This design comes from an exercise in tuning for small area, a short achievable clock period and few clock cycles on the open sky130 flow, not from production work.
Where RTL was checked, it was by simulation tests only, not by an equivalence proof against the original.
Only the layout flow was run in runs 2 to 4; the RTL was not checked for function there.

`flow/config.mk`:
```
export PLATFORM = sky130hd
export DESIGN_NAME = maxfinder
export DESIGN_NICKNAME = maxfinder
export VERILOG_FILES = /design/flow/design.v
export SDC_FILE = /design/flow/constraint.sdc
export NUM_CORES = 4
export LEC_CHECK = 0
export CAP_MARGIN = 20
export CORE_MARGIN = 2
export CORE_UTILIZATION = 40
export SLEW_MARGIN = 20
```
`flow/constraint.sdc`:
```
create_clock -name core_clock -period 9.0 [get_ports {clk}]
set_input_delay 1.8000 -clock core_clock [delete_from_list [all_inputs] [get_ports {clk}]]
set_output_delay 1.8000 -clock core_clock [all_outputs]
set_load 0.01 [all_outputs]
```
`flow/design.v`:
```
module C2(d00, d01, d10, d11, a1, b1, a0, b0, out);
	input d00, d01, d10, d11, a1, b1, a0, b0;
	output out;
	wire s1, s0;
	assign s1 = a1 || b1;
	assign s0 = a0 && b0;
	assign out = {s1, s0} == 2'b00 ? d00:
	     	{s1, s0} == 2'b01 ? d01:
	     	{s1, s0} == 2'b10 ? d10: d11;
endmodule
module Not(x, nx);
input x;
output nx;
C2 myc2(1'b1, 1'b1, 1'b1, 1'b0, x, x, x, x, nx);
endmodule
module Xor(a, b, c, out);
input a, b, c;
output out;
wire nc;
Not mynot(c, nc);
C2 myc2(c, nc, nc, c, a, b, a, b, out);
endmodule
module Co(a, b, c, out);
input a, b, c;
output out;
C2 myc2(1'b0, c, c, 1'b1, a, b, a, b, out);
endmodule
module FA(a, b, ci, co, res);
input a, b, ci;
output co, res;
Xor myxor(a, b, ci, res);
Co myco(a, b, ci, co);
endmodule
module And1bit(a, b, res);
input a, b;
output res;
C2 myc2(1'b0, 1'b0, 1'b0, 1'b1, a, b, a, b, res);
endmodule
module And5bit(a, b, res);
input [4:0] a, b;
output [4:0] res;
C2 myc21(1'b0, 1'b0, 1'b0, 1'b1, a[4], b[4], a[4], b[4], res[4]);
C2 myc22(1'b0, 1'b0, 1'b0, 1'b1, a[3], b[3], a[3], b[3], res[3]);
C2 myc23(1'b0, 1'b0, 1'b0, 1'b1, a[2], b[2], a[2], b[2], res[2]);
C2 myc24(1'b0, 1'b0, 1'b0, 1'b1, a[1], b[1], a[1], b[1], res[1]);
C2 myc25(1'b0, 1'b0, 1'b0, 1'b1, a[0], b[0], a[0], b[0], res[0]);
endmodule
module Or1bit(a0, a1, a2, a3, a4, a5, out);
input a0, a1, a2, a3, a4, a5;
output out;
wire w1, w2, w3, w4;
C2 myc21(1'b0, 1'b1, 1'b1, 1'b1, a0, a1, a0, a1, w1);
C2 myc22(1'b0, 1'b1, 1'b1, 1'b1, a2, a3, a2, a3, w2);
C2 myc23(1'b0, 1'b1, 1'b1, 1'b1, a4, a5, a4, a5, w3);
C2 myc24(1'b0, 1'b1, 1'b1, 1'b1, w1, w2, w1, w2, w4);
C2 myc25(1'b0, 1'b1, 1'b1, 1'b1, w4, w3, w4, w3, out);
endmodule
module Adder11(a, b, out);
	input [9:0] a, b;
	output [10:0] out;
	wire [10:0] c;
	FA FA1(a[0], b[0], 1'b0, c[0], out[0]);
	FA FA2(a[1], b[1], c[0], c[1], out[1]);
	FA FA3(a[2], b[2], c[1], c[2], out[2]);
	FA FA4(a[3], b[3], c[2], c[3], out[3]);
	FA FA5(a[4], b[4], c[3], c[4], out[4]);
	FA FA6(a[5], b[5], c[4], c[5], out[5]);
	FA FA7(a[6], b[6], c[5], c[6], out[6]);
	FA FA8(a[7], b[7], c[6], c[7], out[7]);
	FA FA9(a[8], b[8], c[7], c[8], out[8]);
	FA FA10(a[9], b[9], c[8], c[9], out[9]);
	FA FA11(a[9], b[9], c[9], c[10], out[10]);
endmodule	 
module Adder12(a, b, out);
	input [10:0] a, b;
	output [11:0] out;
	wire [11:0] c;
	FA FA1(a[0], b[0], 1'b0, c[0], out[0]);
	FA FA2(a[1], b[1], c[0], c[1], out[1]);
	FA FA3(a[2], b[2], c[1], c[2], out[2]);
	FA FA4(a[3], b[3], c[2], c[3], out[3]);
	FA FA5(a[4], b[4], c[3], c[4], out[4]);
	FA FA6(a[5], b[5], c[4], c[5], out[5]);
	FA FA7(a[6], b[6], c[5], c[6], out[6]);
	FA FA8(a[7], b[7], c[6], c[7], out[7]);
	FA FA9(a[8], b[8], c[7], c[8], out[8]);
	FA FA10(a[9], b[9], c[8], c[9], out[9]);
	FA FA11(a[10], b[10], c[9], c[10], out[10]); 
	FA FA12(a[10], b[10], c[10], c[11], out[11]);
endmodule	 
module Abs #(parameter N = 5) (a, signbit, out);
    input[N-1:0] a;
    input signbit;
    output[N-1:0] out;
    wire [10:0] tmpout;
    wire[N-1:0] not_a;
    wire co;
    genvar i;
    generate
        for (i = 0; i < N; i = i + 1) begin
            Xor xor_ins(a[i], signbit, 1'b0, not_a[i]);
        end
    endgenerate
   Adder11 adder1 ({{(10-N){1'b0}}, not_a}, {{9{1'b0}}, signbit}, tmpout);
   assign out = tmpout[N-1:0];
endmodule
module Cell(input xn, am, Sin, Cin, output Cout, Sout);
  wire t;
  And1bit myand1(xn, am, t);
  wire xortmp;
  Xor myxor(t, Sin, Cin, Sout);
  Xor myxor3(Sin, Cin, 1'b0, t1);
  And1bit myand2(t, t1, t2);
  And1bit myand3(Cin, Sin, t3);
  Or1bit myor1(t2, t3, 1'b0, 1'b0, 1'b0, 1'b0, Cout);
endmodule
module Multiplier(a_2, x_2, out);
  parameter m = 5;
  parameter n = 5;
  output [m+n-1:0] out;
  wire [m+n-1:0] product;
  input [m-1:0] a_2;
  input [n-1:0] x_2;
  wire [m-1:0] a;
  wire [n-1:0] x;
  Abs #(m) a1(a_2, a_2[m - 1], a);
  Abs #(m) a2(x_2, x_2[m - 1], x);
  wire c_partial[m*n:0] ;
  wire s_partial[m*n:0] ;
  genvar i;
  generate
    for(i=0; i<m; i=i+1)
    begin
      Cell mycell(x[0], a[i], 1'b0, 1'b0, c_partial[i], s_partial[i]);
    end
  endgenerate
  genvar j, k;
  generate
    for(k=0; k<n-1; k=k+1)
    begin
      for(j=0; j<m-1; j=j+1)
      begin
  	 Cell mycell2(x[k + 1], a[j], s_partial[m*(k + 1) + j - m + 1], c_partial[m*(k+1)+j-m], c_partial[m*(k+1)+j], s_partial[m*(k+1)+j]);
      end
    end
  endgenerate
  genvar z;
  generate
    for(z=0; z<n-1; z=z+1)
    begin
      Cell c_middle_last_col(x[z+1], a[+(m-1)], 1'b0, c_partial[m*(z+1)+(m-1)-m], c_partial[m*(z+1)+(m-1)], s_partial[m*(z+1)+(m-1)]);
    end
  endgenerate
  wire c_last_partial[m-1:0] ;
  wire s_last_partial[m-2:0] ;
  assign c_last_partial[0] = 1'b0;
  genvar l;
  generate
    for(l=0; l<m-1; l=l+1)
    begin
      FA c_last(c_partial[(n-1)*m+l], s_partial[(n-1)*m+l+1], c_last_partial[l], c_last_partial[l+1], s_last_partial[l]);
    end
  endgenerate
  generate
    for(i=0; i<n; i=i+1)
    begin
      assign product[i] = s_partial[m*i];
    end
  endgenerate
  generate
    for(i=n; i<n+m-1; i=i+1)
    begin
      assign product[i] = s_last_partial[i-n];
    end
  endgenerate
  assign product[m+n-1] = c_last_partial[m-2];
  wire signbit_res;
  Xor xor1(a_2[m-1], x_2[n-1], 1'b0, signbit_res);
  Abs #(m+n) newAbs(product, signbit_res, out);
endmodule
module Mux2to1(a, b, sel, c);
	input [4:0] a, b;
	input sel;
	output [4:0] c;
	C2 myc2(a[0], a[0], b[0], b[0], sel, sel, sel, sel, c[0]); 
	C2 myc21(a[1], a[1], b[1], b[1], sel, sel, sel, sel, c[1]);
	C2 myc22(a[2], a[2], b[2], b[2], sel, sel, sel, sel, c[2]);
	C2 myc23(a[3], a[3], b[3], b[3], sel, sel, sel, sel, c[3]);
	C2 myc24(a[4], a[4], b[4], b[4], sel, sel, sel, sel, c[4]);
endmodule    
module iszer(A, out);
input [4:0] A;
output out;
Or1bit myOr1(A[4], A[3], A[2], A[1], A[0], 1'b0, out);
endmodule
module reg5bit(a, en, clk, rst, out);
input clk, rst, en;
input [4:0] a;
output [4:0] out;
wire b4, b3, b2, b1, b0;
S2 reg4(out[4], a[4], 1'b0, 1'b0, 1'b0, 1'b0, en, en, rst, clk, b4);
S2 reg3(out[3], a[3], 1'b0, 1'b0, 1'b0, 1'b0, en, en, rst, clk, b3);
S2 reg2(out[2], a[2], 1'b0, 1'b0, 1'b0, 1'b0, en, en, rst, clk, b2);
S2 reg1(out[1], a[1], 1'b0, 1'b0, 1'b0, 1'b0, en, en, rst, clk, b1);
S2 reg0(out[0], a[0], 1'b0, 1'b0, 1'b0, 1'b0, en, en, rst, clk, b0);
assign out = {b4, b3, b2, b1, b0};
endmodule
module reg10bit(A, clk, rst, out);
input clk, rst;
input [9:0] A;
output [9:0] out;
wire b9, b8, b7, b6, b5, b4, b3, b2, b1, b0;
S2 reg9(A[9], 1'b0, 1'b0, 1'b0, 1'b0, 1'b0, 1'b0, 1'b0, rst, clk, b9);
S2 reg8(A[8], 1'b0, 1'b0, 1'b0, 1'b0, 1'b0, 1'b0, 1'b0,  rst, clk, b8);
S2 reg7(A[7], 1'b0, 1'b0, 1'b0, 1'b0, 1'b0, 1'b0, 1'b0,  rst, clk, b7);
S2 reg6(A[6], 1'b0, 1'b0, 1'b0, 1'b0, 1'b0, 1'b0, 1'b0,  rst, clk, b6);
S2 reg5(A[5], 1'b0, 1'b0, 1'b0, 1'b0, 1'b0, 1'b0, 1'b0, rst, clk, b5);
S2 reg4(A[4], 1'b0, 1'b0, 1'b0, 1'b0, 1'b0, 1'b0, 1'b0,  rst, clk, b4);
S2 reg3(A[3], 01'b0, 1'b0, 1'b0, 1'b0, 1'b0, 1'b0, 1'b0,  rst, clk, b3);
S2 reg2(A[2], 1'b0, 1'b0, 1'b0, 1'b0, 1'b0, 1'b0, 1'b0,  rst, clk, b2);
S2 reg1(A[1], 01'b0, 1'b0, 1'b0, 1'b0, 1'b0, 1'b0, 1'b0,  rst, clk, b1);
S2 reg0(A[0], 01'b0, 1'b0, 1'b0, 1'b0, 1'b0, 1'b0, 1'b0,  rst, clk, b0);
assign out = {b9, b8, b7, b6, b5, b4, b3, b2, b1, b0};
endmodule
module S2(d00, d01, d10, d11, a1, b1, a0, b0, clr, clk, out);
input d00, d01, d10, d11, a1, b1, a0, b0, clr, clk;
output reg out;
wire s1, s0, d;
assign s1 = a1 || b1;
assign s0 = a0 && b0;
assign d = {s1, s0} == 2'b00 ? d00 :
	   {s1, s0} == 2'b01 ? d01 :
	   {s1, s0} == 2'b10 ? d10 : d11;
always@(posedge clk) begin
	if (clr) out <= 1'b0;
	else out <= d;
end
endmodule
module Actfun(A, out);
input [11:0] A;
output [4:0] out;
wire lb;
wire[11:0] B;
assign lb = A[11];
C2 c0(A[11], 1'b0, 1'b0, 1'b0, lb, lb, lb, lb, B[11]);
C2 c1(A[10], 1'b0, 1'b0, 1'b0, lb, lb, lb, lb, B[10]);
C2 c2(A[9], 1'b0, 1'b0, 1'b0, lb, lb, lb, lb, B[9]);
C2 c3(A[8], 1'b0, 1'b0, 1'b0, lb, lb, lb, lb, B[8]);
C2 c4(A[7], 1'b0, 1'b0, 1'b0, lb, lb, lb, lb, B[7]);
C2 c5(A[6], 1'b0, 1'b0, 1'b0, lb, lb, lb, lb, B[6]);
C2 c6(A[5], 1'b0, 1'b0, 1'b0, lb, lb, lb, lb, B[5]);
C2 c7(A[4], 1'b0, 1'b0, 1'b0, lb, lb, lb, lb, B[4]);
C2 c8(A[3], 1'b0, 1'b0, 1'b0, lb, lb, lb, lb, B[3]);
C2 c9(A[2], 1'b0, 1'b0, 1'b0, lb, lb, lb, lb, B[2]);
C2 c10(A[1], 1'b0, 1'b0, 1'b0, lb, lb, lb, lb, B[1]);
C2 c11(A[0], 1'b0, 1'b0, 1'b0, lb, lb, lb, lb, B[0]);
assign out = {B[11], B[6:3]};
endmodule
module PU(x1, w1, x2, w2, x3, w3, x4, w4, clk, rst, out);
input [4:0] x1, x2, x3, x4, w1, w2, w3, w4;
input clk, rst;
output [4:0] out;
wire [9:0] mres1, mres2, mres3, mres4, mreg1, mreg2, mreg3, mreg4;
wire [10:0] addres1, addres2;
wire [11:0] addres3;
Multiplier mul1(x1, w1, mres1);
Multiplier mul2(x2, w2, mres2);
Multiplier mul3(x3, w3, mres3);
Multiplier mul4(x4, w4, mres4);
reg10bit reg1(mres1, clk, rst, mreg1);
reg10bit reg2(mres2, clk, rst, mreg2);
reg10bit reg3(mres3, clk, rst, mreg3);
reg10bit reg4(mres4, clk, rst, mreg4);
Adder11 add1(mreg1, mreg2, addres1);
Adder11 add2(mreg3, mreg4, addres2);
Adder12 add3(addres1, addres2, addres3);
Actfun myfun(addres3, out);
endmodule
module DataPath(clk, rst, ix1, ix2, ix3, ix4, ieps, wen, wene, sel, zer, out);
input clk, rst, wen, wene, sel;
input [4:0] ix1, ix2, ix3, ix4, ieps;
output zer;
output [4:0] out;
wire [4:0] xp1, xp2, xp3, xp4, w1, w2, w3, w4, x1, x2, x3, x4, eps, initx1, initx2, initx3, initx4;
wire zx1, zx2, zx3, zx4, nsel;
Mux2to1 mux1(ix1, xp1, sel, w1);
Mux2to1 mux2(ix2, xp2, sel, w2);
Mux2to1 mux3(ix3, xp3, sel, w3);
Mux2to1 mux4(ix4, xp4, sel, w4);
Not Not1(sel, nsel);
reg5bit my_x1(w1, wen, clk, rst, x1);
reg5bit my_x2(w2, wen, clk, rst, x2);
reg5bit my_x3(w3, wen, clk, rst, x3);
reg5bit my_x4(w4, wen, clk, rst, x4);
reg5bit my_ix1(ix1, nsel, clk, rst, initx1);
reg5bit my_ix2(ix2, nsel, clk, rst, initx2);
reg5bit my_ix3(ix3, nsel, clk, rst, initx3);
reg5bit my_ix4(ix4, nsel, clk, rst, initx4);
reg5bit my_eps(ieps, wene, clk, rst, eps);
wire [4:0] one2c = 4'b01000;
PU PU1(x1, one2c, x2, eps, x3, eps, x4, eps, clk, rst, xp1);
PU PU2(x1, eps, x2, one2c, x3, eps, x4, eps, clk, rst, xp2);
PU PU3(x1, eps, x2, eps, x3, one2c, x4, eps, clk, rst, xp3);
PU PU4(x1, eps, x2, eps, x3, eps, x4, one2c, clk, rst, xp4);
iszer zerx1(x1, zx1);
iszer zerx2(x2, zx2);
iszer zerx3(x3, zx3);
iszer zerx4(x4, zx4);
wire [4:0] resx1, resx2, resx3, resx4;
And5bit myand1({5{zx1}}, initx1, resx1);
And5bit myand2({5{zx2}}, initx2, resx2);
And5bit myand3({5{zx3}}, initx3, resx3);
And5bit myand4({5{zx4}}, initx4, resx4);
Or1bit myor1(resx1[0], resx2[0], resx3[0], resx4[0], 1'b0, 1'b0, out[0]);
Or1bit myor2(resx1[1], resx2[1], resx3[1], resx4[1], 1'b0, 1'b0, out[1]);
Or1bit myor3(resx1[2], resx2[2], resx3[2], resx4[2], 1'b0, 1'b0, out[2]);
Or1bit myor4(resx1[3], resx2[3], resx3[3], resx4[3], 1'b0, 1'b0, out[3]);
Or1bit myor5(resx1[4], resx2[4], resx3[4], resx4[4], 1'b0, 1'b0, out[4]);
wire rega1, rega2, rega3, rega4, rega5, rega6;
And1bit myand5(zx1, zx2, rega1);
And1bit myand6(zx1, zx3, rega2);
And1bit myand7(zx1, zx4, rega3);
And1bit myand8(zx2, zx3, rega4);
And1bit myand9(zx2, zx4, rega5);
And1bit myand10(zx3, zx4, rega6);
Or1bit mynewor(rega1, rega2, rega3, rega4, rega5, rega6, zer);
endmodule
module controller(clk, rst, start, zer, wen, wenep, sel, done);
	input clk, rst, start, zer;
	output wen, wenep, sel, done;
	wire Q1, Q2, Q3, Q21, Q22, Q23, Q31, Q32, wen2;
	S2 newQ1(1'b0, 1'b1, 1'b0, 1'b0, Q1, zer, Q2, Q3, rst, clk, Q1);
	C2 newQ21(1'b0, 1'b0, 1'b1, 1'b0, Q2, Q2, Q3, Q3, Q21);
	C2 newQ22(1'b0, 1'b0, 1'b0, 1'b1, Q2, Q2, zer, zer, Q22);
	C2 newQ23(1'b0, 1'b1, 1'b0, 1'b0, Q2, start, Q3, Q3, Q23);
	S2 newQ2(Q23, Q23, 1'b1, 1'b1, Q21, Q22, 1'b1, 1'b1, rst, clk, Q2);
	C2 newQ31(1'b0, 1'b0, 1'b1, 1'b0, Q2, Q2, Q3, Q3, Q31);
	C2 newQ32(1'b0, 1'b1, 1'b0, 1'b0, Q1, Q2, start, start, Q32);
	S2 newQ3(1'b0, 1'b0, 1'b1, 1'b1, Q31, Q32, 1'b1, 1'b1, rst, clk, Q3);
	C2 newwen1(1'b0, 1'b1, 1'b0, 1'b0, Q1, Q2, Q3, Q3, wenep);
	C2 newwen2(1'b0, 1'b1, 1'b0, 1'b0, Q1, Q1, Q2, Q3, sel);
	C2 newwen(1'b0, 1'b0, 1'b1, 1'b1, wenep, sel, 1'b1, 1'b1, wen);
	C2 newdone(1'b0, 1'b1, 1'b0, 1'b0, Q2, Q3, Q1, Q1, done);
endmodule
module maxfinder(clk, rst, start, x1, x2, x3, x4, eps, done, result);
input clk, start, rst;
input [4:0] x1, x2, x3, x4, eps;
output done;
output [4:0] result;
wire wen, wenep, sel, zer;
DataPath datapath(clk, rst, x1, x2, x3, x4, eps, wen, wenep, sel, zer, result);
controller con(clk, rst, start, zer, wen, wenep, sel, done);
endmodule
```
`flow/run.sh`:
```
#!/bin/bash
# synth_recipe.tcl (not shown) runs the flow's synth.tcl, then flattens the netlist and writes it again
# the make line also repeats each setting of config.mk as NAME=value (left out here)
make -C /OpenROAD-flow-scripts/flow DESIGN_CONFIG=/design/flow/config.mk WORK_HOME=/design/flow/orfs CLKGATE_MAP_FILE= SYNTH_SCRIPT=/design/flow/synth_recipe.tcl finish
```
==> flow_summary.html, run 1 <==
<table>
<tr><th>Metric</th><th>Value</th></tr>
<tr><th colspan="2">Status</th></tr>
<tr><td>Run status</td><td>no timing/DRC/antenna violations</td></tr>
<tr><th colspan="2">Yosys</th></tr>
<tr><td>Main flop type after synthesis</td><td>dfxtp_1</td></tr>
<tr><td>Flops &amp; latches, synth</td><td>116</td></tr>
<tr><td>Number of synthesized flops with an enable pin</td><td>0</td></tr>
<tr><td>Post-synthesis cell count</td><td>1384</td></tr>
<tr><td>Number of distinct library cells after synthesis</td><td>69</td></tr>
<tr><td>Syn Std Cell Area</td><td>12500 µm²</td></tr>
<tr><td>Post-Synthesis Mean Instance Area</td><td>9.05 µm²</td></tr>
<tr><td>Share of synthesized registers carrying an async set or reset</td><td>0%</td></tr>
<tr><td>Share of the yosys chip area belonging to registers</td><td>18.5%</td></tr>
<tr><td>Number of warning messages in the yosys log</td><td>5</td></tr>
<tr><th colspan="2">Global routing</th></tr>
<tr><td>Number of antenna violations at the first check in global routing</td><td>1</td></tr>
<tr><td>Via count of the first global-routing pass</td><td>9153</td></tr>
<tr><td>Maximum number of pins on one net before global-route repair</td><td>62</td></tr>
<tr><td>GR Overflow Total</td><td>0</td></tr>
<tr><td>Tot GR Track Use</td><td>18.4%</td></tr>
<tr><td>First-pass GRT wire length</td><td>47.1 mm</td></tr>
<tr><th colspan="2">Finish</th></tr>
<tr><td>Share of layout cells above drive strength 1</td><td>4.18%</td></tr>
<tr><td>Most frequent cells in the layout</td><td>ha_1, inv_1, dfxtp_1, nand2_1, fa_1</td></tr>
<tr><td>Most common library cell in the layout ignoring fill and taps</td><td>ha_1</td></tr>
<tr><td>Fin area</td><td>13800 µm²</td></tr>
<tr><td>Layout Area Growth over Synthesis</td><td>10.0%</td></tr>
<tr><td>Post-layout net count</td><td>1776</td></tr>
<tr><th colspan="2">Job</th></tr>
<tr><td>Number of violations of the max-capacitance limit</td><td>0</td></tr>
<tr><th colspan="2">Routing</th></tr>
<tr><td>Count of nets left with antenna violations after detail routing</td><td>0</td></tr>
<tr><td>DRC viols</td><td>0</td></tr>
<tr><td>Average detailed-routed wire length per instance</td><td>15.9 µm</td></tr>
<tr><td>Drt total wl</td><td>28.8 mm</td></tr>
<tr><td>Initial DRT Pass Iterations</td><td>5</td></tr>
<tr><td>Count of vias placed by the detailed router</td><td>8952</td></tr>
<tr><td>Via density per instance</td><td>4.95</td></tr>
<tr><td>Iter 0 DRT Violations</td><td>453</td></tr>
<tr><th colspan="2">Placed design</th></tr>
<tr><td>HPWL reported at the end of detailed placement</td><td>23.8 mm</td></tr>
<tr><td>Routability congestion estimate</td><td>0.836</td></tr>
<tr><td>Worst slack, placed</td><td>2.60 ns</td></tr>
<tr><td>Buffers added on ports</td><td>33</td></tr>
<tr><td>Placement Cell Area</td><td>13200 µm²</td></tr>
<tr><th colspan="2">Floorplanning</th></tr>
<tr><td>IO Pins</td><td>34</td></tr>
<tr><td>Initial Utilization</td><td>40.8%</td></tr>
<tr><td>Cell row count</td><td>64</td></tr>
<tr><td>Die Height</td><td>181 µm</td></tr>
<tr><td>Width of the die</td><td>181 µm</td></tr>
<tr><td>Die area</td><td>32800 µm²</td></tr>
<tr><td>Floorplan Core Area</td><td>30700 µm²</td></tr>
<tr><th colspan="2">Critical path</th></tr>
<tr><td>Slowest library cell on the worst path</td><td>fa_1</td></tr>
<tr><td>Reg-to-reg setup timing slack</td><td>2.55 ns</td></tr>
<tr><td>Signal arrival time at the worst endpoint</td><td>6.78 ns</td></tr>
<tr><td>Buffering stage count on the worst path with inverters included</td><td>5</td></tr>
<tr><td>Reg-to-reg endpoint</td><td>datapath.my_x1.reg1.out</td></tr>
<tr><td>Reg2Reg Launch Point</td><td>datapath.PU4.reg3.reg1.out</td></tr>
<tr><td>Critical Path Start Type</td><td>flop</td></tr>
<tr><td>Crit path largest cell delay</td><td>0.46 ns</td></tr>
<tr><td>Most repeated library cell on the critical path</td><td>fa_1</td></tr>
<tr><td>Critical Setup Path Class</td><td>flop to flop</td></tr>
<tr><td>Endpoint kind of the worst setup timing path</td><td>flop</td></tr>
<tr><td>Number of cells traversed by the worst register-to-register path</td><td>26</td></tr>
<tr><td>Crit-path max FO</td><td>5</td></tr>
<tr><td>Largest delay contributor family on the critical path</td><td>adder cells</td></tr>
<tr><td>Worst Path Required</td><td>9.33 ns</td></tr>
<tr><th colspan="2">Worst hold path</th></tr>
<tr><td>Hold endpoint</td><td>datapath.my_ix1.reg0.out</td></tr>
<tr><td>Hold Path Depth</td><td>2</td></tr>
<tr><td>Start point of the worst min-delay path</td><td>datapath.my_ix1.reg0.out</td></tr>
<tr><td>Hold/Removal Path Class</td><td>flop to flop</td></tr>
<tr><th colspan="2">Timing</th></tr>
<tr><td>Count of endpoints failing hold in the final timing report</td><td>0</td></tr>
<tr><td>Setup repair after global routing missed its margin</td><td>false</td></tr>
<tr><td>Max-slew violation total from the final report</td><td>0</td></tr>
<tr><td>Relative slew slack</td><td>36.2%</td></tr>
<tr><td>Final worst-path cycle share</td><td>71.7%</td></tr>
<tr><td>Worst setup margin</td><td>2.55 ns</td></tr>
<tr><td>Top achievable clock speed</td><td>155 MHz</td></tr>
<tr><td>Sum of negative setup slack</td><td>0 ns</td></tr>
<tr><td>Post-route minimum period</td><td>6.45 ns</td></tr>
<tr><td>Worst Tran Pin Value</td><td>0.950 ns</td></tr>
<tr><td>Setup violation total in the final timing report</td><td>0</td></tr>
<tr><td>Maximum clock skew at final layout</td><td>0.0141 ns</td></tr>
<tr><th colspan="2">Clock network</th></tr>
<tr><td>Cts-stage hold buffer count</td><td>0</td></tr>
<tr><td>CTS Buffer Depth</td><td>2</td></tr>
<tr><td>Clk Latency, worst-skew pair</td><td>0.44 ns</td></tr>
<tr><td>Number of buffers inserted during clock tree synthesis</td><td>17</td></tr>
<tr><td>Level count of the clock H-tree</td><td>4</td></tr>
<tr><td>Sinks on Clock Net</td><td>116</td></tr>
<tr><td>Count of buffers added by post-CTS timing repair for setup</td><td>0</td></tr>
<tr><td>Buffer type at the clock tree root</td><td>clkbuf_16</td></tr>
<tr><td>Clock tree from TritonCTS</td><td>built</td></tr>
<tr><td>CTS clock-pin slew for the worst setup and hold paths</td><td>0.07 ns</td></tr>
<tr><td>Count of cells resized by post-cts repair</td><td>0</td></tr>
</table>
==> layout make-up <==
| type | instances | area, µm² |
|---|---|---|
| multi-input cells | 991 | 9150 |
| well taps | 396 | 495 |
| clock buffers | 17 | 425 |
| inverters | 232 | 871 |
| fillers | 3003 | 17000 |
| flip-flops and latches | 116 | 2320 |
| clock inverters | 15 | 125 |
| diodes | 1 | 2.50 |
| repair buffers | 42 | 395 |
==> cell families after synthesis <==
group | count (synthesis) | synth area share, %
buffers and inverters | 279 | 8.52
AO/OA/AOI/OAI | 193 | 10.4
multiplexers | 8 | 0.689
other | 2 | 0.0599
XOR/XNOR | 75 | 5.24
flip-flops | 116 | 18.5
adder cells (fa/ha/maj) | 352 | 41.9
AND/OR/NAND/NOR | 359 | 14.6
==> synthesized netlist by cell type, types with 6 or more instances <==
| master | count | area [µm²] |
|---|---|---|
| nand3_1 | 11 | 55.1 |
| xor2_1 | 34 | 298 |
| nand2_1 | 114 | 428 |
| nor2_1 | 55 | 206 |
| nor2b_1 | 57 | 357 |
| a31oi_1 | 9 | 56.3 |
| mux2i_1 | 6 | 60.1 |
| a22oi_1 | 11 | 82.6 |
| a211oi_1 | 12 | 90.1 |
| a21o_1 | 9 | 67.6 |
| xnor2_1 | 41 | 359 |
| o21ai_0 | 23 | 115 |
| a222oi_1 | 8 | 80.1 |
| inv_1 | 228 | 856 |
| a21oi_1 | 76 | 380 |
| dfxtp_1 | 116 | 2320 |
| and2_1 | 71 | 444 |
| ha_1 | 234 | 2930 |
| clkbuf_1 | 37 | 139 |
| fa_1 | 114 | 2280 |
| nand2b_1 | 7 | 43.8 |
| nor3_1 | 15 | 75.1 |
| or3_1 | 6 | 37.5 |
==> how the worst max path moves through the flow <==
stage / depth (start not counted) / slack (ns) / to / startpoint
after global placement: 24 / 2.66 / datapath.my_x1.reg1.out / datapath.PU4.reg3.reg1.out
final: 26 / 2.55 / datapath.my_x1.reg1.out / datapath.PU4.reg3.reg1.out
after CTS: 24 / 2.53 / datapath.my_x1.reg1.out / datapath.PU4.reg3.reg1.out
after floorplan: 24 / 3.09 / datapath.my_x1.reg1.out / datapath.PU4.reg3.reg1.out
after global routing: 26 / 2.01 / datapath.my_x1.reg1.out / datapath.PU4.reg3.reg1.out
after detailed placement: 24 / 2.60 / datapath.my_x1.reg1.out / datapath.PU4.reg3.reg1.out
==> per-layer routing <==
layer  vias up  routed length [µm]  track usage [%]
met1      4357               13500             24.4
met4         0                 335             4.03
met5         -                   0                0
met3        32                 985             2.56
met2       125               13900             31.8
li1       4438                   -                -
==> worst min-delay path: cells and delay by family (launching register included) <==
family	cells	cell delay, ns
flip-flops	1	0.31
AND/OR/NAND/NOR	1	0.05
AO/OA/AOI/OAI	1	0.05
==> per-stage QoR <==
step / std cells / hold WS (ns) / util, %
CTS: 1809 / 0.452 / 44.8
global placement: 1777 / 0.439 / 43.0
floorplan: 1386 / 0.432 / -
detailed placement: 1777 / 0.443 / 43.0
finish: 1810 / 0.451 / 44.8
global route: 1809 / 0.473 / 44.8
Testbench counts, summed over its fixed seeds: cycles 21,968.
==> run 2: changes to the inputs <==
==> flow/design.v (replaced) <==
module maxfinder(clk, rst, start, x1, x2, x3, x4, eps, done, result);
input clk, start, rst;
input [4:0] x1, x2, x3, x4, eps;
output reg done;
output [4:0] result;
reg busy;
reg [3:0] v1, v2, v3, v4;
wire signed [4:0] a1 = start ? x1 : {1'b0, v1};
wire signed [4:0] a2 = start ? x2 : {1'b0, v2};
wire signed [4:0] a3 = start ? x3 : {1'b0, v3};
wire signed [4:0] a4 = start ? x4 : {1'b0, v4};
wire signed [4:0] e = eps;
function [3:0] act(input signed [10:0] s);
    act = s[10] ? 4'd0 : s[6:3];
endfunction
wire signed [10:0] s1 = 8 * a1 + e * (a2 + a3 + a4);
wire signed [10:0] s2 = 8 * a2 + e * (a1 + a3 + a4);
wire signed [10:0] s3 = 8 * a3 + e * (a1 + a2 + a4);
wire signed [10:0] s4 = 8 * a4 + e * (a1 + a2 + a3);
wire [3:0] n1 = act(s1), n2 = act(s2), n3 = act(s3), n4 = act(s4);
function lt2(input f1, f2, f3, f4);
    lt2 = !((f1 & (f2 | f3 | f4)) | (f2 & (f3 | f4)) | (f3 & f4));
endfunction
wire last = lt2(|a1, |a2, |a3, |a4) | lt2(|n1, |n2, |n3, |n4);
wire run = start | busy;
always @(posedge clk) begin
    v1 <= n1; v2 <= n2; v3 <= n3; v4 <= n4;
    if (rst) begin
        busy <= 1'b0;
        done <= 1'b0;
    end else begin
        busy <= run & !last;
        done <= run & last;
    end
end
assign result = ({5{|v1}} & x1) | ({5{|v2}} & x2) | ({5{|v3}} & x3) | ({5{|v4}} & x4);
endmodule
==> flow_summary.html, run 2 <==
<table>
<tr><th>Metric</th><th>Value</th></tr>
<tr><th colspan="2">Status</th></tr>
<tr><td>Run status</td><td>no timing/DRC/antenna violations</td></tr>
<tr><th colspan="2">Global routing</th></tr>
<tr><td>Met3 capacity usage during global routing</td><td>1.67%</td></tr>
<tr><td>Maximum number of pins on one net before global-route repair</td><td>30</td></tr>
<tr><td>Met2 Track Usage GR</td><td>32.1%</td></tr>
<tr><td>Number of antenna violations at the first check in global routing</td><td>0</td></tr>
<tr><td>GR Overflow Total</td><td>0</td></tr>
<tr><td>Via count of the first global-routing pass</td><td>5443</td></tr>
<tr><td>Met1 track utilization from global routing</td><td>27.6%</td></tr>
<tr><td>Busiest metal layer after global routing</td><td>met2</td></tr>
<tr><td>Tot GR Track Use</td><td>19.0%</td></tr>
<tr><td>First-pass GRT wire length</td><td>27.0 mm</td></tr>
<tr><th colspan="2">Worst hold path</th></tr>
<tr><td>Hold/Removal Path Class</td><td>flop to flop</td></tr>
<tr><td>Hold Path Depth</td><td>2</td></tr>
<tr><td>Hold endpoint</td><td>done</td></tr>
<tr><td>Start point of the worst min-delay path</td><td>busy</td></tr>
<tr><th colspan="2">Yosys</th></tr>
<tr><td>Share of synthesized registers carrying an async set or reset</td><td>0%</td></tr>
<tr><td>Leading cell types by count after synthesis</td><td>inv_1, fa_1, ha_1</td></tr>
<tr><td>Number of distinct library cells after synthesis</td><td>44</td></tr>
<tr><td>Most area-consuming cells after synthesis</td><td>fa_1, ha_1, inv_1</td></tr>
<tr><td>Number of synthesized flops with an enable pin</td><td>0</td></tr>
<tr><td>Share of the yosys chip area belonging to registers</td><td>5.39%</td></tr>
<tr><td>Flops &amp; latches, synth</td><td>18</td></tr>
<tr><td>Syn Std Cell Area</td><td>6680 µm²</td></tr>
<tr><td>Number of warning messages in the yosys log</td><td>1</td></tr>
<tr><td>Most repeated cell in the gate-level netlist after synthesis</td><td>inv_1</td></tr>
<tr><td>Top-area cell type share of the netlist area</td><td>34.5%</td></tr>
<tr><td>Post-Synthesis Mean Instance Area</td><td>9.02 µm²</td></tr>
<tr><td>Cell type contributing the most total cell area after synthesis</td><td>fa_1</td></tr>
<tr><td>Post-synthesis cell count</td><td>741</td></tr>
<tr><td>Main flop type after synthesis</td><td>dfxtp_1</td></tr>
<tr><th colspan="2">Finish</th></tr>
<tr><td>Final Util</td><td>48.2%</td></tr>
<tr><td>Post-layout net count</td><td>1079</td></tr>
<tr><td>Diode count</td><td>0</td></tr>
<tr><td>Share of layout cells above drive strength 1</td><td>12.0%</td></tr>
<tr><td>Most common library cell in the layout ignoring fill and taps</td><td>inv_1</td></tr>
<tr><td>Layout Area Growth over Synthesis</td><td>18.8%</td></tr>
<tr><td>Most frequent cells in the layout</td><td>inv_1, fa_1, ha_1, buf_4, and2_1</td></tr>
<tr><td>Final Instance Count excl. Fillers</td><td>1062</td></tr>
<tr><th colspan="2">Timing</th></tr>
<tr><td>Sum of negative setup slack</td><td>0 ns</td></tr>
<tr><td>Top achievable clock speed</td><td>115 MHz</td></tr>
<tr><td>Post-route minimum period</td><td>8.66 ns</td></tr>
<tr><td>Worst Tran Pin Value</td><td>0.881 ns</td></tr>
<tr><td>Max-slew violation total from the final report</td><td>0</td></tr>
<tr><td>Maximum clock skew at final layout</td><td>0.00478 ns</td></tr>
<tr><td>Setup violation total in the final timing report</td><td>0</td></tr>
<tr><td>Setup repair after global routing missed its margin</td><td>false</td></tr>
<tr><td>Count of endpoints failing hold in the final timing report</td><td>0</td></tr>
<tr><td>Relative slew slack</td><td>41.1%</td></tr>
<tr><td>Final worst-path cycle share</td><td>96.2%</td></tr>
<tr><th colspan="2">Critical path</th></tr>
<tr><td>Critical Path Start Type</td><td>input pin</td></tr>
<tr><td>Signal arrival time at the worst endpoint</td><td>8.81 ns</td></tr>
<tr><td>Endpoint kind of the worst setup timing path</td><td>flop</td></tr>
<tr><td>Crit-path max FO</td><td>2</td></tr>
<tr><td>Number of cells traversed by the worst register-to-register path</td><td>28</td></tr>
<tr><td>Crit path largest cell delay</td><td>0.49 ns</td></tr>
<tr><td>Worst Path Required</td><td>9.15 ns</td></tr>
<tr><td>Most repeated library cell on the critical path</td><td>fa_1</td></tr>
<tr><td>Reg-to-reg endpoint</td><td>busy</td></tr>
<tr><td>Reg-to-reg setup timing slack</td><td>2.04 ns</td></tr>
<tr><td>Reg2Reg Launch Point</td><td>v1[0]</td></tr>
<tr><td>Critical Setup Path Class</td><td>input pin to flop</td></tr>
<tr><td>Slowest library cell on the worst path</td><td>fa_1</td></tr>
<tr><th colspan="2">Floorplanning</th></tr>
<tr><td>Cell row count</td><td>47</td></tr>
<tr><td>Die area</td><td>17800 µm²</td></tr>
<tr><td>Width of the die</td><td>133 µm</td></tr>
<tr><td>Die Height</td><td>133 µm</td></tr>
<tr><td>Initial Utilization</td><td>40.6%</td></tr>
<tr><td>Floorplan Core Area</td><td>16500 µm²</td></tr>
<tr><td>IO Pins</td><td>34</td></tr>
<tr><th colspan="2">Placed design</th></tr>
<tr><td>Total instance count after detailed placement</td><td>1058</td></tr>
<tr><td>HPWL reported at the end of detailed placement</td><td>13.9 mm</td></tr>
<tr><td>Buffers added on ports</td><td>33</td></tr>
<tr><td>Routability congestion estimate</td><td>0.920</td></tr>
<tr><th colspan="2">Routing</th></tr>
<tr><td>Count of nets left with antenna violations after detail routing</td><td>0</td></tr>
<tr><td>Via density per instance</td><td>4.86</td></tr>
<tr><td>Initial DRT Pass Iterations</td><td>4</td></tr>
<tr><td>DRC viols</td><td>0</td></tr>
<tr><td>Iter 0 DRT Violations</td><td>261</td></tr>
<tr><td>Drt total wl</td><td>16.0 mm</td></tr>
<tr><td>Average detailed-routed wire length per instance</td><td>15.1 µm</td></tr>
<tr><td>Count of vias placed by the detailed router</td><td>5160</td></tr>
<tr><th colspan="2">Job</th></tr>
<tr><td>Number of violations of the max-capacitance limit</td><td>0</td></tr>
<tr><th colspan="2">Clock network</th></tr>
<tr><td>Buffer type at the clock tree root</td><td>clkbuf_16</td></tr>
<tr><td>Sinks on Clock Net</td><td>18</td></tr>
<tr><td>Clk Latency, worst-skew pair</td><td>0.25 ns</td></tr>
<tr><td>CTS clock-pin slew for the worst setup and hold paths</td><td>0.05 ns</td></tr>
<tr><td>Number of buffers inserted during clock tree synthesis</td><td>3</td></tr>
<tr><td>CTS Buffer Depth</td><td>2</td></tr>
<tr><td>Level count of the clock H-tree</td><td>1</td></tr>
<tr><td>Clock tree from TritonCTS</td><td>built</td></tr>
</table>
-- run 2: per-layer routing --
metal	vias to the layer above	part of all wire, %
li1	2516	-
met1	2525	48
met2	111	47
met3	8	4.6
met4	0	0.54
met5	-	0
-- run 2: cells by family after synthesis --
logic type                 after synthesis  share of synthesized area (%)
buffers and inverters                  164                           9.21
and+or+nand+nor                        212                           16.7
adders and majority gates              209                           52.0
AOI/OAI and AO/OA                       68                           6.57
xor gates and xnor gates                49                           6.83
muxes                                   21                           3.28
DFF                                     18                           5.39
-- run 2: repair_timing --
item                                    4_1_cts  5_1_grt
buffers inserted                              0        1
resized for setup                             2       10
hold buffers                                  0        0
pin swaps                                     0        8
endpoints found under the setup margin        2        2
-- run 2: metrics by stage --
| step | hold slack [ns] | instance area (µm²) | worst slack, ns |
|---|---|---|---|
| 5_1_grt | 0.586 | 7940 | 0.00555 |
| 6_report | 0.567 | 7940 | 0.340 |
| 4_1_cts | 0.564 | 7900 | 0.104 |
| 2_1_floorplan | 0.467 | 6680 | 0.187 |
| 3_5_place_dp | 0.545 | 7830 | -0.322 |
| 3_3_place_gp | 0.543 | 7830 | -0.148 |
-- run 2: worst max-delay path, delay by kind of cell --
family                     cells  cell delay (ns)
adders and majority gates     10             3.69
buffers and inverters          5             0.70
xor gates and xnor gates       2             0.45
AOI/OAI and AO/OA              7             1.30
muxes                          1             0.35
and+or+nand+nor                4             0.51
-- run 2: layout make-up --
type / instances / area, µm²
tap: 220 / 275
clock buffer: 3 / 75.1
multi-input combinational: 559 / 5740
sequential: 18 / 360
timing repair buffer: 113 / 930
fill: 1603 / 8520
inverter: 149 / 559
-- run 2: worst max-delay path by stage --
| stage | from | slack, ns | end |
|---|---|---|---|
| final | x1[0] | 0.34 | busy |
| after global routing | x1[0] | 0.006 | busy |
| after CTS | x1[0] | 0.10 | busy |
| after detailed placement | start | -0.32 | busy |
| after global placement | start | -0.15 | busy |
| after floorplan | start | 0.19 | busy |
==> run 3: changes to the inputs <==
--- a/flow/config.mk
+++ b/flow/config.mk
@@ -5,7 +5,9 @@
 export SDC_FILE = /design/flow/constraint.sdc
 export NUM_CORES = 4
 export LEC_CHECK = 0
+export ABC_CLOCK_PERIOD_IN_PS = 4000
 export CAP_MARGIN = 20
 export CORE_MARGIN = 2
 export CORE_UTILIZATION = 40
+export SETUP_SLACK_MARGIN = 3
 export SLEW_MARGIN = 20
==> flow_summary.html, run 3 <==
<table>
<tr><th>Metric</th><th>Value</th></tr>
<tr><th colspan="2">Finish</th></tr>
<tr><td>Most common library cell in the layout ignoring fill and taps</td><td>inv_1</td></tr>
<tr><td>Fill cells</td><td>1492</td></tr>
<tr><td>Most frequent cells in the layout</td><td>inv_1, fa_1, buf_4, ha_1, and2_1</td></tr>
<tr><td>Layout Area Growth over Synthesis</td><td>34.4%</td></tr>
<tr><td>Diode count</td><td>0</td></tr>
<tr><td>Fin area</td><td>8980 µm²</td></tr>
<tr><td>Post-layout net count</td><td>1103</td></tr>
<tr><td>Final Util</td><td>54.6%</td></tr>
<tr><td>Share of layout cells above drive strength 1</td><td>30.7%</td></tr>
<tr><th colspan="2">Placed design</th></tr>
<tr><td>Routability congestion estimate</td><td>0.929</td></tr>
<tr><td>Buffers added on ports</td><td>33</td></tr>
<tr><td>HPWL reported at the end of detailed placement</td><td>13.8 mm</td></tr>
<tr><td>Placement Cell Area</td><td>7640 µm²</td></tr>
<tr><th colspan="2">Global routing</th></tr>
<tr><td>Via count of the first global-routing pass</td><td>5655</td></tr>
<tr><td>First-pass GRT wire length</td><td>28.3 mm</td></tr>
<tr><td>Tot GR Track Use</td><td>19.9%</td></tr>
<tr><td>GR Overflow Total</td><td>0</td></tr>
<tr><td>Maximum number of pins on one net before global-route repair</td><td>30</td></tr>
<tr><td>Number of antenna violations at the first check in global routing</td><td>0</td></tr>
<tr><th colspan="2">Yosys</th></tr>
<tr><td>Leading cell types by count after synthesis</td><td>inv_1, fa_1, ha_1</td></tr>
<tr><td>Top-area cell type share of the netlist area</td><td>34.5%</td></tr>
<tr><td>Most repeated cell in the gate-level netlist after synthesis</td><td>inv_1</td></tr>
<tr><td>Number of distinct library cells after synthesis</td><td>44</td></tr>
<tr><td>Post-Synth Simple-Gate Area</td><td>16.7%</td></tr>
<tr><td>Combinational family with the most area after synthesis</td><td>adder cells</td></tr>
<tr><td>Most area-consuming cells after synthesis</td><td>fa_1, ha_1, inv_1</td></tr>
<tr><td>Post-synthesis cell count</td><td>741</td></tr>
<tr><td>Main flop type after synthesis</td><td>dfxtp_1</td></tr>
<tr><td>Cell type contributing the most total cell area after synthesis</td><td>fa_1</td></tr>
<tr><td>Number of synthesized flops with an enable pin</td><td>0</td></tr>
<tr><td>Adder-cell share of the synthesized area</td><td>52.0%</td></tr>
<tr><td>Post-Synthesis Mean Instance Area</td><td>9.02 µm²</td></tr>
<tr><td>Share of the yosys chip area belonging to registers</td><td>5.39%</td></tr>
<tr><td>Compound-cell area share of the yosys netlist</td><td>6.57%</td></tr>
<tr><td>Syn Std Cell Area</td><td>6680 µm²</td></tr>
<tr><td>Post-Synth XOR/XNOR Area</td><td>6.83%</td></tr>
<tr><td>Number of warning messages in the yosys log</td><td>1</td></tr>
<tr><td>Portion of netlist area occupied by mux cells</td><td>3.28%</td></tr>
<tr><td>Flops &amp; latches, synth</td><td>18</td></tr>
<tr><td>Share of synthesized registers carrying an async set or reset</td><td>0%</td></tr>
<tr><th colspan="2">Critical path</th></tr>
<tr><td>Signal arrival time at the worst endpoint</td><td>8.27 ns</td></tr>
<tr><td>Most repeated library cell on the critical path</td><td>fa_1</td></tr>
<tr><td>Critical Setup Path Class</td><td>input pin to flop</td></tr>
<tr><td>Crit-path max FO</td><td>5</td></tr>
<tr><td>Critical Path Start Type</td><td>input pin</td></tr>
<tr><td>Reg-to-reg setup timing slack</td><td>2.35 ns</td></tr>
<tr><td>Endpoint kind of the worst setup timing path</td><td>flop</td></tr>
<tr><td>Slowest library cell on the worst path</td><td>fa_1</td></tr>
<tr><td>Crit path largest cell delay</td><td>0.51 ns</td></tr>
<tr><td>Worst Path Required</td><td>9.13 ns</td></tr>
<tr><th colspan="2">Routing</th></tr>
<tr><td>Count of vias placed by the detailed router</td><td>5315</td></tr>
<tr><td>DRC viols</td><td>0</td></tr>
<tr><td>Count of nets left with antenna violations after detail routing</td><td>0</td></tr>
<tr><td>Initial DRT Pass Iterations</td><td>5</td></tr>
<tr><td>Iter 0 DRT Violations</td><td>276</td></tr>
<tr><td>Via density per instance</td><td>4.89</td></tr>
<tr><td>Average detailed-routed wire length per instance</td><td>15.9 µm</td></tr>
<tr><td>Drt total wl</td><td>17.3 mm</td></tr>
<tr><th colspan="2">Clock network</th></tr>
<tr><td>Clock tree from TritonCTS</td><td>built</td></tr>
<tr><td>Clk Latency, worst-skew pair</td><td>0.25 ns</td></tr>
<tr><td>Number of buffers inserted during clock tree synthesis</td><td>3</td></tr>
<tr><td>Buffer type at the clock tree root</td><td>clkbuf_16</td></tr>
<tr><td>Sinks on Clock Net</td><td>18</td></tr>
<tr><td>CTS clock-pin slew for the worst setup and hold paths</td><td>0.05 ns</td></tr>
<tr><td>Level count of the clock H-tree</td><td>1</td></tr>
<tr><td>Cts-stage hold buffer count</td><td>0</td></tr>
<tr><td>CTS Buffer Depth</td><td>2</td></tr>
<tr><th colspan="2">Timing</th></tr>
<tr><td>Setup repair after global routing missed its margin</td><td>true</td></tr>
<tr><td>Sum of negative setup slack</td><td>0 ns</td></tr>
<tr><td>Final worst-path cycle share</td><td>90.4%</td></tr>
<tr><td>Max-slew violation total from the final report</td><td>0</td></tr>
<tr><td>Relative slew slack</td><td>45.8%</td></tr>
<tr><td>Maximum clock skew at final layout</td><td>0.00199 ns</td></tr>
<tr><td>Post-route minimum period</td><td>8.14 ns</td></tr>
<tr><td>Setup violation total in the final timing report</td><td>0</td></tr>
<tr><td>Worst Tran Pin Value</td><td>0.810 ns</td></tr>
<tr><td>Top achievable clock speed</td><td>123 MHz</td></tr>
<tr><td>Count of endpoints failing hold in the final timing report</td><td>0</td></tr>
<tr><th colspan="2">Floorplanning</th></tr>
<tr><td>Die area</td><td>17800 µm²</td></tr>
<tr><td>Die Height</td><td>133 µm</td></tr>
<tr><td>Initial Utilization</td><td>40.6%</td></tr>
<tr><td>Floorplan Core Area</td><td>16500 µm²</td></tr>
<tr><td>Width of the die</td><td>133 µm</td></tr>
<tr><td>Cell row count</td><td>47</td></tr>
<tr><td>IO Pins</td><td>34</td></tr>
<tr><th colspan="2">Job</th></tr>
<tr><td>Number of violations of the max-capacitance limit</td><td>0</td></tr>
<tr><th colspan="2">Worst hold path</th></tr>
<tr><td>Hold/Removal Path Class</td><td>flop to flop</td></tr>
<tr><th colspan="2">Status</th></tr>
<tr><td>Run status</td><td>no timing/DRC/antenna violations</td></tr>
</table>
## run 3: cell count changes in the layout (fill, tap and decap cells not counted), moves of 10 or more
cell,before,now
ha_1,91,66
inv_1,149,120
inv_2,0,29
clkdlybuf4s50_1,32,20
buf_4,80,90
and2_4,0,12
xnor2_2,0,12
xnor2_1,34,22
ha_4,0,20
and2_1,69,56
a21oi_1,17,7
## run 3: layout make-up
cell class | count | area, µm² | share of cell area [%]
Multi-Input combinational cell | 559 | 6480 | 72.1
Sequential cell | 18 | 360 | 4.01
Inverter | 149 | 559 | 6.23
Clock buffer | 4 | 88.8 | 0.989
Timing Repair Buffer | 137 | 1220 | 13.6
Tap cell | 220 | 275 | 3.06
## run 3: worst max-delay path, delay by kind of cell
| family | cells | cell delay, ns |
|---|---|---|
| AO/OA/AOI/OAI | 7 | 1.15 |
| adder cells (fa/ha/maj) | 10 | 3.56 |
| XOR/XNOR | 2 | 0.43 |
| multiplexers | 1 | 0.32 |
| buffers and inverters | 6 | 0.47 |
| AND/OR/NAND/NOR | 5 | 0.53 |
## run 3: final timing paths
check                           startpoint    to  cells after the start
worst min register to register        busy  done                      2
worst max-delay path                 start  done                     31
worst min-delay path                  busy  done                      2
worst max register to register       v1[0]  done                     29
## run 3: kinds of logic (layout without fill, tap and decap cells)
group | count (synthesis) | in the layout
mux | 21 | 21
buf+inv | 164 | 290
xor+xnor | 49 | 49
flops | 18 | 18
compound gates | 68 | 68
fa+ha+maj | 209 | 209
simple gates | 212 | 212
## run 3: metrics by stage
stage          hold slack (ns)  setup WS, ns  cells
4_1_cts                  0.551         0.894   1061
3_3_place_gp             0.513        0.0520   1015
2_1_floorplan            0.482         0.954    741
5_1_grt                  0.587         0.616   1087
6_report                 0.553         0.863   1087
3_5_place_dp             0.521       -0.0528   1015
## run 3: what timing repair did
item | CTS | global route
cloned | 2 | 0
endpoints found under the hold margin | 0 | 0
buffers inserted | 40 | 26
setup endpoints to repair | 18 | 18
resized for setup | 101 | 72
pin swaps | 66 | 75
## run 3: routing by layer
| layer | GRT usage (%) | part of all wire, % | vias to the layer above |
|---|---|---|---|
| met2 | 34.7 | 48 | 130 |
| met1 | 27.7 | 46 | 2596 |
| met3 | 1.98 | 4.5 | 22 |
| met5 | 0 | 0 | - |
| met4 | 2.60 | 1.5 | 0 |
| li1 | - | - | 2567 |
==> run 4: changes to the inputs <==
==> flow/config.mk (replaced) <==
export PLATFORM = sky130hd
export DESIGN_NAME = maxfinder
export DESIGN_NICKNAME = maxfinder
export VERILOG_FILES = /design/flow/design.v
export SDC_FILE = /design/flow/constraint.sdc
export NUM_CORES = 4
export LEC_CHECK = 0
export CAP_MARGIN = 20
export CORE_MARGIN = 2
export CORE_UTILIZATION = 60
export SETUP_SLACK_MARGIN = 4
export SLEW_MARGIN = 20
==> flow_summary.html, run 4 <==
<table>
<tr><th>Metric</th><th>Value</th></tr>
<tr><th colspan="2">Clock network</th></tr>
<tr><td>Clock tree from TritonCTS</td><td>built</td></tr>
<tr><td>Sinks on Clock Net</td><td>18</td></tr>
<tr><td>Number of buffers inserted during clock tree synthesis</td><td>3</td></tr>
<tr><td>Buffer type at the clock tree root</td><td>clkbuf_8</td></tr>
<tr><td>Level count of the clock H-tree</td><td>1</td></tr>
<tr><td>Clk Latency, worst-skew pair</td><td>0.26 ns</td></tr>
<tr><td>CTS Buffer Depth</td><td>2</td></tr>
<tr><td>CTS clock-pin slew for the worst setup and hold paths</td><td>0.07 ns</td></tr>
<tr><th colspan="2">Yosys</th></tr>
<tr><td>Cell type contributing the most total cell area after synthesis</td><td>fa_1</td></tr>
<tr><td>Share of synthesized registers carrying an async set or reset</td><td>0%</td></tr>
<tr><td>Top-area cell type share of the netlist area</td><td>34.5%</td></tr>
<tr><td>Post-synthesis cell count</td><td>741</td></tr>
<tr><td>Syn Std Cell Area</td><td>6680 µm²</td></tr>
<tr><td>Post-Synthesis Mean Instance Area</td><td>9.02 µm²</td></tr>
<tr><td>Share of the yosys chip area belonging to registers</td><td>5.39%</td></tr>
<tr><td>Flops &amp; latches, synth</td><td>18</td></tr>
<tr><td>Number of warning messages in the yosys log</td><td>1</td></tr>
<tr><td>Leading cell types by count after synthesis</td><td>inv_1, fa_1, ha_1</td></tr>
<tr><td>Most area-consuming cells after synthesis</td><td>fa_1, ha_1, inv_1</td></tr>
<tr><td>Main flop type after synthesis</td><td>dfxtp_1</td></tr>
<tr><td>Number of synthesized flops with an enable pin</td><td>0</td></tr>
<tr><td>Most repeated cell in the gate-level netlist after synthesis</td><td>inv_1</td></tr>
<tr><td>Number of distinct library cells after synthesis</td><td>44</td></tr>
<tr><th colspan="2">Job</th></tr>
<tr><td>Number of violations of the max-capacitance limit</td><td>0</td></tr>
<tr><th colspan="2">Timing</th></tr>
<tr><td>Post-route minimum period</td><td>8.16 ns</td></tr>
<tr><td>Worst Tran Pin Value</td><td>0.841 ns</td></tr>
<tr><td>Final worst-path cycle share</td><td>90.7%</td></tr>
<tr><td>Setup violation total in the final timing report</td><td>0</td></tr>
<tr><td>Count of endpoints failing hold in the final timing report</td><td>0</td></tr>
<tr><td>Worst setup margin</td><td>0.841 ns</td></tr>
<tr><td>Setup repair after global routing missed its margin</td><td>true</td></tr>
<tr><td>Top achievable clock speed</td><td>123 MHz</td></tr>
<tr><td>Relative slew slack</td><td>43.8%</td></tr>
<tr><td>Max-slew violation total from the final report</td><td>0</td></tr>
<tr><td>Sum of negative setup slack</td><td>0 ns</td></tr>
<tr><td>Maximum clock skew at final layout</td><td>0.00485 ns</td></tr>
<tr><th colspan="2">Finish</th></tr>
<tr><td>Most frequent cells in the layout</td><td>inv_1, fa_1, buf_4, ha_1, and2_1</td></tr>
<tr><td>Post-layout net count</td><td>1094</td></tr>
<tr><td>Seq. cell area</td><td>360 µm²</td></tr>
<tr><td>Most common library cell in the layout ignoring fill and taps</td><td>inv_1</td></tr>
<tr><td>Share of layout cells above drive strength 1</td><td>27.2%</td></tr>
<tr><td>Fill cells</td><td>720</td></tr>
<tr><td>Layout Area Growth over Synthesis</td><td>28.4%</td></tr>
<tr><td>Diode count</td><td>0</td></tr>
<tr><td>Area of the multi-input gates</td><td>6310 µm²</td></tr>
<tr><th colspan="2">Floorplanning</th></tr>
<tr><td>IO Pins</td><td>34</td></tr>
<tr><td>Initial Utilization</td><td>61.6%</td></tr>
<tr><td>Cell row count</td><td>38</td></tr>
<tr><td>Die area</td><td>12000 µm²</td></tr>
<tr><td>Floorplan Core Area</td><td>10800 µm²</td></tr>
<tr><td>Width of the die</td><td>110 µm</td></tr>
<tr><td>Die Height</td><td>110 µm</td></tr>
<tr><th colspan="2">Critical path</th></tr>
<tr><td>Crit-path max FO</td><td>5</td></tr>
<tr><td>Most repeated library cell on the critical path</td><td>fa_1</td></tr>
<tr><td>Signal arrival time at the worst endpoint</td><td>8.32 ns</td></tr>
<tr><td>Crit path largest cell delay</td><td>0.51 ns</td></tr>
<tr><td>Endpoint kind of the worst setup timing path</td><td>flop</td></tr>
<tr><td>Worst Path Required</td><td>9.16 ns</td></tr>
<tr><td>Critical Setup Path Class</td><td>input pin to flop</td></tr>
<tr><td>Slowest library cell on the worst path</td><td>fa_1</td></tr>
<tr><td>Critical Path Start Type</td><td>input pin</td></tr>
<tr><th colspan="2">Placed design</th></tr>
<tr><td>HPWL reported at the end of detailed placement</td><td>13.9 mm</td></tr>
<tr><td>Routability congestion estimate</td><td>1.02</td></tr>
<tr><td>Worst slack, placed</td><td>0.0114 ns</td></tr>
<tr><td>Buffers added on ports</td><td>33</td></tr>
<tr><th colspan="2">Global routing</th></tr>
<tr><td>GR Overflow Total</td><td>0</td></tr>
<tr><td>First-pass GRT wire length</td><td>28.5 mm</td></tr>
<tr><td>Number of antenna violations at the first check in global routing</td><td>0</td></tr>
<tr><td>Via count of the first global-routing pass</td><td>5764</td></tr>
<tr><td>Tot GR Track Use</td><td>31.3%</td></tr>
<tr><td>Maximum number of pins on one net before global-route repair</td><td>18</td></tr>
<tr><th colspan="2">Status</th></tr>
<tr><td>Run status</td><td>no timing/DRC/antenna violations</td></tr>
<tr><th colspan="2">Routing</th></tr>
<tr><td>Count of vias placed by the detailed router</td><td>5568</td></tr>
<tr><td>Initial DRT Pass Iterations</td><td>5</td></tr>
<tr><td>Drt total wl</td><td>18.2 mm</td></tr>
<tr><td>DRC viols</td><td>0</td></tr>
<tr><td>Via density per instance</td><td>5.58</td></tr>
<tr><td>Average detailed-routed wire length per instance</td><td>18.2 µm</td></tr>
<tr><td>Count of nets left with antenna violations after detail routing</td><td>0</td></tr>
<tr><td>Iter 0 DRT Violations</td><td>306</td></tr>
<tr><th colspan="2">Worst hold path</th></tr>
<tr><td>Hold/Removal Path Class</td><td>flop to flop</td></tr>
</table>
[run 4: changes by cell type in the layout (fill, tap and decap cells not counted), moves of 3 or more]
cell / previous run / this run
inv_1: 120 / 130
inv_2: 29 / 19
ha_1: 66 / 75
ha_4: 20 / 11
and2_1: 56 / 61
buf_4: 90 / 85
a21oi_2: 12 / 16
and2_4: 12 / 8
buf_6: 9 / 6
clkbuf_16: 3 / 0
clkbuf_8: 1 / 4
fa_1: 106 / 103
fa_2: 9 / 12
nor2_2: 6 / 3
[run 4: per-stage QoR]
stage,utilization (%),std cells,cell area [µm²],hold slack (ns)
5_1_grt,79.2,998,8580,0.600
4_1_cts,76.9,986,8340,0.534
6_report,79.2,998,8580,0.578
3_5_place_dp,69.6,935,7540,0.533
2_1_floorplan,-,741,6840,0.482
3_3_place_gp,69.6,935,7540,0.507
[run 4: path summary, 6_finish.rpt]
kind,startpoint,endpoint,slack (ns),cells past startpoint
worst min register to register,busy,done,0.58,2
worst max register to register,v1[0],busy,2.32,26
worst max-delay path,start,busy,0.84,28
worst min-delay path,busy,done,0.58,2
[run 4: cell type report]
| type | instances | share of cell area [%] |
|---|---|---|
| Timing Repair Buffer | 128 | 13.1 |
| Clock buffer | 4 | 0.642 |
| Multi-Input combinational cell | 559 | 73.5 |
| Inverter | 149 | 6.52 |
| Sequential cell | 18 | 4.20 |
| Tap cell | 140 | 2.04 |
[run 4: layer usage]
layer	wire, µm	track usage (%)	up-vias
met5	0	0	-
met4	350	7.50	0
met3	1320	4.21	32
met2	8840	53.3	219
met1	7700	42.5	2760
li1	-	-	2557
[run 4: kinds of logic (layout without fill, tap and decap cells)]
kind of cell | count (synthesis) | count (layout) | synth area share [%]
AND/OR/NAND/NOR | 212 | 212 | 16.7
adder cells (fa/ha/maj) | 209 | 209 | 52.0
buffers and inverters | 164 | 281 | 9.21
AO/OA/AOI/OAI | 68 | 68 | 6.57
XOR/XNOR | 49 | 49 | 6.83
multiplexers | 21 | 21 | 3.28
flip-flops | 18 | 18 | 5.39
[run 4: worst max-delay path: cells and delay by family]
family | cells | cell delay [ns]
AO/OA/AOI/OAI | 6 | 1.17
buffers and inverters | 7 | 0.72
XOR/XNOR | 1 | 0.14
adder cells (fa/ha/maj) | 8 | 3.11
multiplexers | 1 | 0.35
AND/OR/NAND/NOR | 5 | 1.00
[run 4: repair_timing]
action,CTS,global route
pin swaps,65,47
cloned,2,0
endpoints found under the setup margin,18,18
hold buffers,0,0
buffers inserted,45,12
gates resized for setup,97,41
endpoints found under the hold margin,0,0

==> static timing again, ports no longer ideal <==
The flow's constraints put no driver on any port. The routed layouts listed below were extracted and timed again, unchanged, in two steps.
Step 1 (the two cells are an assumption about what drives the block):
set clk [get_ports {clk}]
set_driving_cell -lib_cell sky130_fd_sc_hd__clkbuf_16 $clk
set_driving_cell -lib_cell sky130_fd_sc_hd__buf_2 [delete_from_list [all_inputs] $clk]
Step 2, shift: input delay + t, output delay - t, t = (earliest + latest rising clock arrival at the registers) / 2. This alone moves slack from input paths to output paths.
a / b / c = no drivers / after step 1 / after step 2; a / b = the first two.
run | shift t [ns] | setup slack, ns | hold WS [ns]
run 1 | 0.479 | 2.548 / 2.548 / 2.548 | 0.451 / 0.451 / 0.451
run 2 | 0.281 | 0.340 / 0.340 / 0.059 | 0.567 / 0.567 / 0.567
run 3 | 0.284 | 0.863 / 0.850 / 0.566 | 0.553 / 0.553 / 0.553
run 4 | 0.287 | 0.841 / 0.826 / 0.538 | 0.578 / 0.578 / 0.578
After both steps setup and hold are still met in every run listed. For run 4, which loses most, drivers alone change the setup slack by -0.015 ns; drivers and shift together by -0.303 ns.
